This design comes from an exercise in tuning for small area on the open sky130 flow, not from production work. In this exercise RTL edits were held to simulation tests only and were not proved equivalent to the original.

== job 101 ==
## sell_machine_2
module sell_machine_2( 
	input clk,
	input in_5j, in_1y, in_5y,
	input in_buy1, in_buy2,
	input reset, in_refund,
	output reg out_less, out_take, out_money,
	output [2:0] which_seg, output [6:0] seg);
==> module select_seg, before the edit <==
module select_seg(input [10:0] y, output neg, lt15, lt25, output [3:0] hund, tens, ones);
function automatic ltc(input [10:0] v, input [10:0] k);
	integer i; reg r;
	begin r = 1'b0; for (i = 0; i < 11; i = i + 1) r = k[i] ? (~v[i] | r) : (~v[i] & r); ltc = r; end
endfunction
function automatic gec7(input [6:0] v, input [6:0] k);
	integer i; reg r;
	begin r = 1'b1; for (i = 0; i < 7; i = i + 1) r = k[i] ? (v[i] & r) : (v[i] | r); gec7 = r; end
endfunction
assign neg = ltc(y, 11'd504);
assign lt15 = ~neg & ltc(y, 11'd507);
assign lt25 = ~neg & ltc(y, 11'd509);
wire [1:0] l = y[1:0];
wire c = neg & (l[0] | l[1]);
wire v0 = l[0] ^ neg;
wire v1 = l[1] ^ (neg & ~l[0]);
wire [8:0] k = y[10:2];
wire cv_1;
wire cv_2;
wire cv_3;
wire cv_4;
wire cv_5;
wire cv_6;
wire cv_7;
wire cv_8;
wire cv_9;
wire cv_10;
wire cv_11;
wire cv_12;
wire cv_13;
wire cv_14;
wire cv_15;
wire cv_16;
wire cv_17;
wire cv_18;
wire cv_19;
wire cv_20;
wire cv_21;
wire cv_22;
wire cv_23;
wire cv_24;
wire cv_25;
wire cv_26;
wire cv_27;
wire cv_28;
wire cv_29;
wire cv_30;
wire cv_31;
wire cv_32;
wire cv_33;
wire cv_34;
wire cv_35;
wire cv_36;
wire cv_37;
wire cv_38;
wire cv_39;
wire cv_40;
assign cv_1 = k[0] ^ k[5] ^ k[7];
assign cv_2 = (k[0] & k[5]) | (k[7] & (k[0] ^ k[5]));
assign cv_3 = k[1] ^ k[5] ^ k[6];
assign cv_4 = (k[1] & k[5]) | (k[6] & (k[1] ^ k[5]));
assign cv_5 = k[2] ^ k[5] ^ k[6];
assign cv_6 = (k[2] & k[5]) | (k[6] & (k[2] ^ k[5]));
assign cv_7 = k[3] ^ k[6] ^ 1'b1;
assign cv_8 = (k[3] & k[6]) | (1'b1 & (k[3] ^ k[6]));
assign cv_9 = cv_2 ^ cv_3 ^ k[7];
assign cv_10 = (cv_2 & cv_3) | (k[7] & (cv_2 ^ cv_3));
assign cv_11 = cv_4 ^ cv_5 ^ k[8];
assign cv_12 = (cv_4 & cv_5) | (k[8] & (cv_4 ^ cv_5));
assign cv_13 = cv_8 ^ k[4] ^ 1'b1;
assign cv_14 = (cv_8 & k[4]) | (1'b1 & (cv_8 ^ k[4]));
assign cv_15 = cv_10 ^ cv_11 ^ neg;
assign cv_16 = (cv_10 & cv_11) | (neg & (cv_10 ^ cv_11));
assign cv_17 = cv_12 ^ cv_6 ^ cv_7;
assign cv_18 = (cv_12 & cv_6) | (cv_7 & (cv_12 ^ cv_6));
assign cv_19 = cv_1 ^ c;
assign cv_20 = cv_1 & c;
assign cv_21 = cv_9 ^ k[8] ^ cv_20;
assign cv_22 = (cv_9 & k[8]) | (cv_20 & (cv_9 ^ k[8]));
assign cv_23 = cv_15 ^ cv_22;
assign cv_24 = cv_15 & cv_22;
assign cv_25 = cv_16 ^ cv_17 ^ cv_24;
assign cv_26 = (cv_16 & cv_17) | (cv_24 & (cv_16 ^ cv_17));
assign cv_27 = cv_18 ^ cv_13 ^ cv_26;
assign cv_28 = (cv_18 & cv_13) | (cv_26 & (cv_18 ^ cv_13));
assign cv_29 = cv_14 ^ cv_28;
assign cv_30 = cv_14 & cv_28;
assign cv_31 = s[0] ^ d0;
assign cv_32 = s[0] & d0;
assign cv_33 = s[1] ^ d1 ^ cv_32;
assign cv_34 = (s[1] & d1) | (cv_32 & (s[1] ^ d1));
assign cv_35 = s[2] ^ d2 ^ cv_34;
assign cv_36 = (s[2] & d2) | (cv_34 & (s[2] ^ d2));
assign cv_37 = s[3] ^ d3 ^ cv_36;
assign cv_38 = (s[3] & d3) | (cv_36 & (s[3] ^ d3));
assign cv_39 = s[4] ^ d4 ^ cv_38;
assign cv_40 = (s[4] & d4) | (cv_38 & (s[4] ^ d4));
wire [6:0] s = {cv_30, cv_29, cv_27, cv_25, cv_23, cv_21, cv_19};
wire q1 = gec7(s, 7'd25), q2 = gec7(s, 7'd50), q3 = gec7(s, 7'd75);
wire e1 = q2, e0 = (q1 & ~q2) | q3;
wire d0 = e0, d1 = e0 ^ e1, d2 = e0 | e1, d3 = e1 & ~e0, d4 = e1 & e0;
wire [4:0] p = {cv_39, cv_37, cv_35, cv_33, cv_31};
wire [2:0] p1, p0;
assign p1[0] = (~p[2] & ~p[3] & p[4]) | (~p[1] & ~p[2] & p[3] & ~p[4]) | (p[1] & p[2] & ~p[3] & ~p[4]) | (p[0] & p[1] & p[2] & p[3]) | (p[0] & p[2] & ~p[3] & ~p[4]);
assign p0[0] = (p[0] & p[2] & p[4]) | (p[0] & p[1] & ~p[2] & ~p[4]) | (~p[0] & ~p[2] & ~p[3] & p[4]) | (p[0] & ~p[2] & ~p[3] & ~p[4]) | (p[0] & ~p[1] & p[2] & p[3]) | (~p[0] & ~p[1] & ~p[2] & p[3] & ~p[4]) | (~p[0] & p[1] & p[2] & ~p[3] & ~p[4]);
assign p1[1] = (p[1] & p[3]) | (~p[2] & ~p[3] & p[4]) | (p[2] & p[3]);
assign p0[1] = (~p[1] & p[2] & p[3]) | (~p[0] & p[1] & p[4]) | (p[1] & ~p[2] & ~p[3] & ~p[4]) | (p[0] & p[1] & p[2] & ~p[3]) | (~p[0] & ~p[1] & p[3] & ~p[4]) | (p[0] & ~p[1] & ~p[2] & p[4]);
assign p1[2] = (p[2] & p[4]) | (p[3] & p[4]);
assign p0[2] = (p[3] & p[4]) | (p[0] & p[1] & ~p[2] & p[4]) | (p[0] & ~p[1] & ~p[2] & p[3]) | (~p[0] & p[1] & p[2] & p[3]) | (~p[0] & ~p[1] & p[2] & ~p[3] & ~p[4]);
wire w = p1[0] ^ p0[0] ^ k[0] ^ c;
assign hund = {w & (p1[2] | (p1[1] & p1[0])), w ? ~(p1[2] | (p1[1] & p1[0])) : p1[2], w ? (p1[1] ^ p1[0]) : p1[1], p1[0] ^ w};
assign tens = {p0, v1};
assign ones = {1'b0, v0, v0 & neg, v0 ^ neg};
endmodule
clock: 20.0 ns
lec_check: 0
abc_area: 1
cap_margin: 20
core_margin: 2
core_utilization: 40
slew_margin: 20
standard.sh (not shown) runs the stock make flow with config.mk's settings and CLKGATE_MAP_FILE= SYNTH_SCRIPT=/design/flow/synth_recipe.tcl, a recipe that flattens the netlist after the stock synthesis.
==> flow/flow/run.sh <==
#!/bin/bash
# Own layout flow: the standard ORFS flow, with an area-oriented ABC mapping script
# (and no pre-mapping ABC pass in Yosys) and a clock tree without dummy loads.
set -euo pipefail
W=$(pwd)
rm -rf "$W/scripts_own"
cp -r "$FLOW_HOME/scripts" "$W/scripts_own"
cp "$W/flow/abc_area.script" "$W/scripts_own/abc_area.script"
export CTS_ARGS="-sink_clustering_enable -repair_clock_nets -dont_use_dummy_load -buf_list sky130_fd_sc_hd__clkbuf_8"
export BUFFER_PORTS_ARGS="-buffer_cell sky130_fd_sc_hd__buf_1"
bash standard.sh SCRIPTS_DIR="$W/scripts_own" SYNTH_ARGS=-noabc ABC_AREA=1 finish > "$W/standard_flow.log" 2>&1
==> flow/flow/abc_area.script <==
strash
&get -n
&deepsyn -T 60
&put
&get -n
&st
&dch -f
&nf -R 1000 -a
&put
topo
Changes in job 102 relative to job 101:
-- flow/design.v --
<<< job 101, line 24
	begin r = 1'b1; for (i = 0; i < 7; i = i + 1) r = k[i] ? (v[i] & r) : (v[i] | r); gec7 = r; end
endfunction
assign neg = ltc(y, 11'd504);
assign lt15 = ~neg & ltc(y, 11'd507);
assign lt25 = ~neg & ltc(y, 11'd509);
wire [1:0] l = y[1:0];
wire c = neg & (l[0] | l[1]);
>>> job 102, line 24
	begin r = 1'b1; for (i = 0; i < 7; i = i + 1) r = k[i] ? (v[i] & r) : (v[i] | r); gec7 = r; end
endfunction
wire top = ~y[10] & ~y[9];
wire all6 = &y[8:3];
assign neg = top & ~all6;                               
wire win = top & all6;                                  
assign lt15 = win & ~y[2] & ~(y[1] & y[0]);             
assign lt25 = win & (~y[2] | (~y[1] & ~y[0]));          
wire [1:0] l = y[1:0];
wire c = neg & (l[0] | l[1]);
<<< job 101, line 78
assign cv_5 = k[2] ^ k[5] ^ k[6];
assign cv_6 = (k[2] & k[5]) | (k[6] & (k[2] ^ k[5]));
assign cv_7 = k[3] ^ k[6] ^ 1'b1;
assign cv_8 = (k[3] & k[6]) | (1'b1 & (k[3] ^ k[6]));
assign cv_9 = cv_2 ^ cv_3 ^ k[7];
assign cv_10 = (cv_2 & cv_3) | (k[7] & (cv_2 ^ cv_3));
assign cv_11 = cv_4 ^ cv_5 ^ k[8];
assign cv_12 = (cv_4 & cv_5) | (k[8] & (cv_4 ^ cv_5));
assign cv_13 = cv_8 ^ k[4] ^ 1'b1;
assign cv_14 = (cv_8 & k[4]) | (1'b1 & (cv_8 ^ k[4]));
assign cv_15 = cv_10 ^ cv_11 ^ neg;
assign cv_16 = (cv_10 & cv_11) | (neg & (cv_10 ^ cv_11));
assign cv_17 = cv_12 ^ cv_6 ^ cv_7;
assign cv_18 = (cv_12 & cv_6) | (cv_7 & (cv_12 ^ cv_6));
assign cv_19 = cv_1 ^ c;
assign cv_20 = cv_1 & c;
assign cv_21 = cv_9 ^ k[8] ^ cv_20;
assign cv_22 = (cv_9 & k[8]) | (cv_20 & (cv_9 ^ k[8]));
assign cv_23 = cv_15 ^ cv_22;
assign cv_24 = cv_15 & cv_22;
assign cv_25 = cv_16 ^ cv_17 ^ cv_24;
assign cv_26 = (cv_16 & cv_17) | (cv_24 & (cv_16 ^ cv_17));
assign cv_27 = cv_18 ^ cv_13 ^ cv_26;
assign cv_28 = (cv_18 & cv_13) | (cv_26 & (cv_18 ^ cv_13));
assign cv_29 = cv_14 ^ cv_28;
assign cv_30 = cv_14 & cv_28;
assign cv_31 = s[0] ^ d0;
assign cv_32 = s[0] & d0;
>>> job 102, line 81
assign cv_5 = k[2] ^ k[5] ^ k[6];
assign cv_6 = (k[2] & k[5]) | (k[6] & (k[2] ^ k[5]));
assign cv_7 = cv_2 ^ cv_3 ^ k[7];
assign cv_8 = (cv_2 & cv_3) | (k[7] & (cv_2 ^ cv_3));
assign cv_9 = cv_4 ^ cv_5 ^ k[8];
assign cv_10 = (cv_4 & cv_5) | (k[8] & (cv_4 ^ cv_5));
assign cv_11 = cv_6 ^ k[3] ^ k[6];
assign cv_12 = (cv_6 & k[3]) | (k[6] & (cv_6 ^ k[3]));
assign cv_13 = cv_8 ^ cv_9 ^ neg;
assign cv_14 = (cv_8 & cv_9) | (neg & (cv_8 ^ cv_9));
assign cv_15 = cv_14 ^ cv_10 ^ cv_11;
assign cv_16 = (cv_14 & cv_10) | (cv_11 & (cv_14 ^ cv_10));
assign cv_17 = cv_16 ^ cv_12 ^ k[4];
assign cv_18 = (cv_16 & cv_12) | (k[4] & (cv_16 ^ cv_12));
assign cv_19 = cv_1 ^ c;
assign cv_20 = cv_1 & c;
assign cv_21 = cv_7 ^ k[8] ^ cv_20;
assign cv_22 = (cv_7 & k[8]) | (cv_20 & (cv_7 ^ k[8]));
assign cv_23 = cv_13 ^ cv_22;
assign cv_24 = cv_13 & cv_22;
assign cv_25 = cv_15 ^ cv_24;
assign cv_26 = cv_15 & cv_24;
assign cv_27 = cv_17 ^ cv_26;
assign cv_28 = cv_17 & cv_26;
assign cv_29 = cv_18 ^ cv_28;
assign cv_30 = cv_18 & cv_28;
assign cv_31 = s[0] ^ d0;
assign cv_32 = s[0] & d0;
<<< job 101, line 113
assign cv_40 = (s[4] & d4) | (cv_38 & (s[4] ^ d4));
wire [6:0] s = {cv_30, cv_29, cv_27, cv_25, cv_23, cv_21, cv_19};
wire q1 = gec7(s, 7'd25), q2 = gec7(s, 7'd50), q3 = gec7(s, 7'd75);
wire e1 = q2, e0 = (q1 & ~q2) | q3;
wire d0 = e0, d1 = e0 ^ e1, d2 = e0 | e1, d3 = e1 & ~e0, d4 = e1 & e0;
wire [4:0] p = {cv_39, cv_37, cv_35, cv_33, cv_31};
wire [2:0] p1, p0;
>>> job 102, line 116
assign cv_40 = (s[4] & d4) | (cv_38 & (s[4] ^ d4));
wire [6:0] s = {cv_30, cv_29, cv_27, cv_25, cv_23, cv_21, cv_19};
wire q0 = |s;
wire q1 = gec7(s, 7'd26), q2 = gec7(s, 7'd51);
wire [4:0] dd = q2 ? 5'd13 : q1 ? 5'd6 : q0 ? 5'd31 : 5'd24;
wire d0 = dd[0], d1 = dd[1], d2 = dd[2], d3 = dd[3], d4 = dd[4];
wire [4:0] p = {cv_39, cv_37, cv_35, cv_33, cv_31};
wire [2:0] p1, p0;
Findings:
- Going from job 101 to job 102, half-perimeter wire length after detailed placement up about 2.4%; final cycle utilization of the critical path now sits higher; maximum frequency went down about 1.8%; area after synthesis lower; tightest hold margin now sits higher.
- Worst setup path startpoint: c50[5] -> job 102, c50[4] -> job 101

[static timing again, ports no longer ideal]
How much do the figures lean on ideal ports? The routed layouts below were timed once more, with nothing changed but the port constraints.
Step 1 sets driving cells, clkbuf_16 on the clock port and buf_2 on the other inputs (assumed; they add their load-dependent delay and slew).
Step 2 adds t to the input delays and takes it off the output delays; t is the mean of the earliest and latest rising clock arrival at the registers after step 1. Input paths then give back, and output paths get back, about the clock's delay inside the block.
Three values: ideal, step 1, step 2; two values: the first two.
run | shift t [ns] | setup slack, ns | latest minus earliest clock arrival (ns) | slew at the worst register clock pin (ns)
job 101 | 0.370 | 8.894 / 8.894 / 8.894 | 0.023 / 0.024 | 0.09 / 0.09
job 102 | 0.367 | 8.696 / 8.696 / 8.696 | 0.017 / 0.017 | 0.08 / 0.08
After both steps every run listed still meets setup and hold.
